This design comes from an exercise in tuning for small area, a short achievable clock period and few clock cycles per item on the open sky130 flow, not from production work. The RTL was checked by simulation tests, not by an equivalence proof against the original design. Power figures rest on the tool's default switching activity, not on a simulated workload.

// alu_unit
module alu_unit (
    input             clk,
    input             rst,
    input             in_valid,
    output            in_ready,
    input      [3:0]  op,
    input      [31:0] a,
    input      [31:0] b,
    output            out_valid,
    output     [63:0] result
);
For scale: ~170 flip-flops, ~140 I/O pins, ~20000 um^2 of cells after synthesis.
export LEC_CHECK = 0
export ABC_AREA = 1
export CAP_MARGIN = 10
export CORE_MARGIN = 2
export CORE_UTILIZATION = 50
export CTS_BUF_LIST = sky130_fd_sc_hd__clkbuf_8
export CTS_CLUSTER_SIZE = 30
export SLEW_MARGIN = 10
create_clock -name core_clock -period 85.0 [get_ports {clk}]
standard.sh (not shown) runs the stock make flow with config.mk's settings and CLKGATE_MAP_FILE= SYNTH_SCRIPT=/design/flow/synth_recipe.tcl, a recipe that flattens the netlist after the stock synthesis.
==> flow/flow/run.sh <==
#!/bin/bash
# The standard layout (standard synthesis and ORFS steps unchanged) with
# two differences: the port buffers are buf_2 cells instead of the default
# delay buffer, and after the floorplan the flip-flops that drive the result
# port get the next drive strength of the same cell (dfxtp_1 -> dfxtp_2).
set -euo pipefail
export BUFFER_PORTS_ARGS="-buffer_cell sky130_fd_sc_hd__buf_2"
RES=orfs/results/${FLOW_PLATFORM}/alu_unit/base
bash standard.sh synth > synth.log 2>&1
bash standard.sh floorplan > floorplan.log 2>&1
cat > upsize.tcl <<EOS
read_liberty $FLOW_HOME/platforms/$FLOW_PLATFORM/lib/sky130_fd_sc_hd__tt_025C_1v80.lib
read_db $RES/2_floorplan.odb
set n 0
foreach inst [get_cells rr*] {
  set m [get_property \$inst ref_name]
  if {\$m eq "sky130_fd_sc_hd__dfxtp_1"} {
    replace_cell \$inst sky130_fd_sc_hd__dfxtp_2
    incr n
  }
}
puts "upsized \$n result flip-flops"
write_db $RES/2_floorplan.odb
EOS
openroad -no_init -exit upsize.tcl > upsize.log 2>&1
bash standard.sh place > place.log 2>&1
bash standard.sh cts > cts.log 2>&1
bash standard.sh route > route.log 2>&1
bash standard.sh finish > finish.log 2>&1
The first run went through all stages and came out clean.
Testbench counts at the start, summed over its fixed seeds: cycles 40,837, items 24,000.
Next try:
--- a/flow/config.mk
+++ b/flow/config.mk
@@ -11,3 +11 @@
-export CORE_UTILIZATION = 50
-export CTS_BUF_LIST = sky130_fd_sc_hd__clkbuf_8
-export CTS_CLUSTER_SIZE = 30
+export CORE_UTILIZATION = 40
Result:
- The new run went through all stages and came out clean
- worst setup slack improved by 0.10 ns
- die area increases by a quarter to a third
- synthesized cell count is unchanged
- via count falls slightly
- final cell count climbs by a few percent
- total power rises by a few percent
- core utilization drops by 10 points
- clock power rose by a quarter to a third
- wire length rose by a few percent

north:
Another version of the RTL of alu_unit (not shown whole).
Size in the first run: about 2800 cells after synthesis, roughly 140 I/O pins, roughly 20000 sq um of cells after synthesis.
==> flow/config.mk <==
export PLATFORM = sky130hd
export DESIGN_NAME = alu_unit
export DESIGN_NICKNAME = alu_unit
export VERILOG_FILES = /design/flow/design.v
export SDC_FILE = /design/flow/constraint.sdc
export NUM_CORES = 4
export LEC_CHECK = 0
export ABC_AREA = 1
export CAP_MARGIN = 10
export CORE_MARGIN = 2
export CORE_UTILIZATION = 50
export SLEW_MARGIN = 10
==> flow/constraint.sdc <==
create_clock -name core_clock -period 85.0 [get_ports {clk}]
set_input_delay 17.0000 -clock core_clock [delete_from_list [all_inputs] [get_ports {clk}]]
set_output_delay 17.0000 -clock core_clock [all_outputs]
set_load 0.01 [all_outputs]
==> flow/flow/run.sh <==
#!/bin/bash
# The standard layout (standard synthesis and ORFS steps unchanged) with
# two differences: the port buffers are buf_1 cells instead of the default
# delay buffer, and after the floorplan the flip-flops that drive the result
# port get the next drive strength of the same cell (dfxtp_1 -> dfxtp_2).
set -euo pipefail
export BUFFER_PORTS_ARGS="-buffer_cell sky130_fd_sc_hd__buf_1"
RES=orfs/results/${FLOW_PLATFORM}/alu_unit/base
bash standard.sh synth > synth.log 2>&1
bash standard.sh floorplan > floorplan.log 2>&1
cat > upsize.tcl <<EOS
read_liberty $FLOW_HOME/platforms/$FLOW_PLATFORM/lib/sky130_fd_sc_hd__tt_025C_1v80.lib
read_db $RES/2_floorplan.odb
set n 0
foreach inst [get_cells rr*] {
  set m [get_property \$inst ref_name]
  if {\$m eq "sky130_fd_sc_hd__dfxtp_1"} {
    replace_cell \$inst sky130_fd_sc_hd__dfxtp_2
    incr n
  }
}
puts "upsized \$n result flip-flops"
write_db $RES/2_floorplan.odb
EOS
openroad -no_init -exit upsize.tcl > upsize.log 2>&1
bash standard.sh place > place.log 2>&1
bash standard.sh cts > cts.log 2>&1
bash standard.sh route > route.log 2>&1
bash standard.sh finish > finish.log 2>&1
north | status: complete | timing, DRC, antenna: pass
Testbench counts of north, summed over its fixed seeds: cycles 40,837, items 24,000.
Input-level comparison between south and north:
Settings: CORE_UTILIZATION now 55, was 50; CAP_MARGIN now 20, was 10; PLACE_DENSITY now 0.7, previously not set.
From north to south the numbers moved as follows: cell total after placement saw a decrease, total power consumption of the routed design saw a decrease, number of global-route vias before repair saw little to no change, overall track demand over capacity in global routing saw an increase.
Per the comparison of south with north, die area fell by about 9%, initial antenna violation count lost 2, final non-filler cell area decreased 0.43%.
Inputs modified between south and east:
Settings: an added GPL_TIMING_DRIVEN of 0; a change of CAP_MARGIN from 20 to 10; a deleted PLACE_DENSITY that had been 0.7; a change of CORE_UTILIZATION from 55 to 50.
==> comparison <==
No crash in east: every stage finished, but the layout fails its final checks due to max-capacitance violations, max-slew violations. Between east and south, it is east whose area added between synthesis and finish is higher, by 2.2 points. east: final instance area higher than south. Post-detailed-routing wire length (east vs. south) increases by a little under 10%.

==> static timing again, ports no longer ideal <==
Ports are ideal in the flow. The routed layouts listed here were re-timed in OpenROAD. Step 1 (the two cells are an assumption about what drives the block):
set clk [get_ports {clk}]
set_driving_cell -lib_cell sky130_fd_sc_hd__clkbuf_16 $clk
set_driving_cell -lib_cell sky130_fd_sc_hd__buf_2 [delete_from_list [all_inputs] $clk]
Step 2 moves the port delays by t, midway between the first and last clock arrival at a register: inputs arrive t later, outputs are due t later. That takes back most of the time a late clock gives input paths. a / b / c = ideal ports / drivers / drivers and shift; a / b = the first two.
| run | t (ns) | slack for setup (ns) | worst hold slack (ns) | latest minus earliest clock arrival (ns) |
|---|---|---|---|---|
| the first run of note 1 | 0.633 | 66.724 / 66.662 / 66.997 | 0.545 / 0.545 / 0.545 | 0.028 / 0.027 |
| the second run of note 1 | 0.561 | 66.826 / 66.766 / 67.004 | 0.546 / 0.546 / 0.546 | 0.018 / 0.018 |
| north | 0.528 | 66.837 / 66.783 / 66.973 | 0.498 / 0.498 / 0.498 | 0.019 / 0.019 |
| south | 0.530 | 66.793 / 66.736 / 66.986 | 0.467 / 0.467 / 0.467 | 0.021 / 0.022 |
| east | 0.533 | 66.731 / 66.677 / 66.918 | 0.538 / 0.538 / 0.538 | 0.025 / 0.024 |
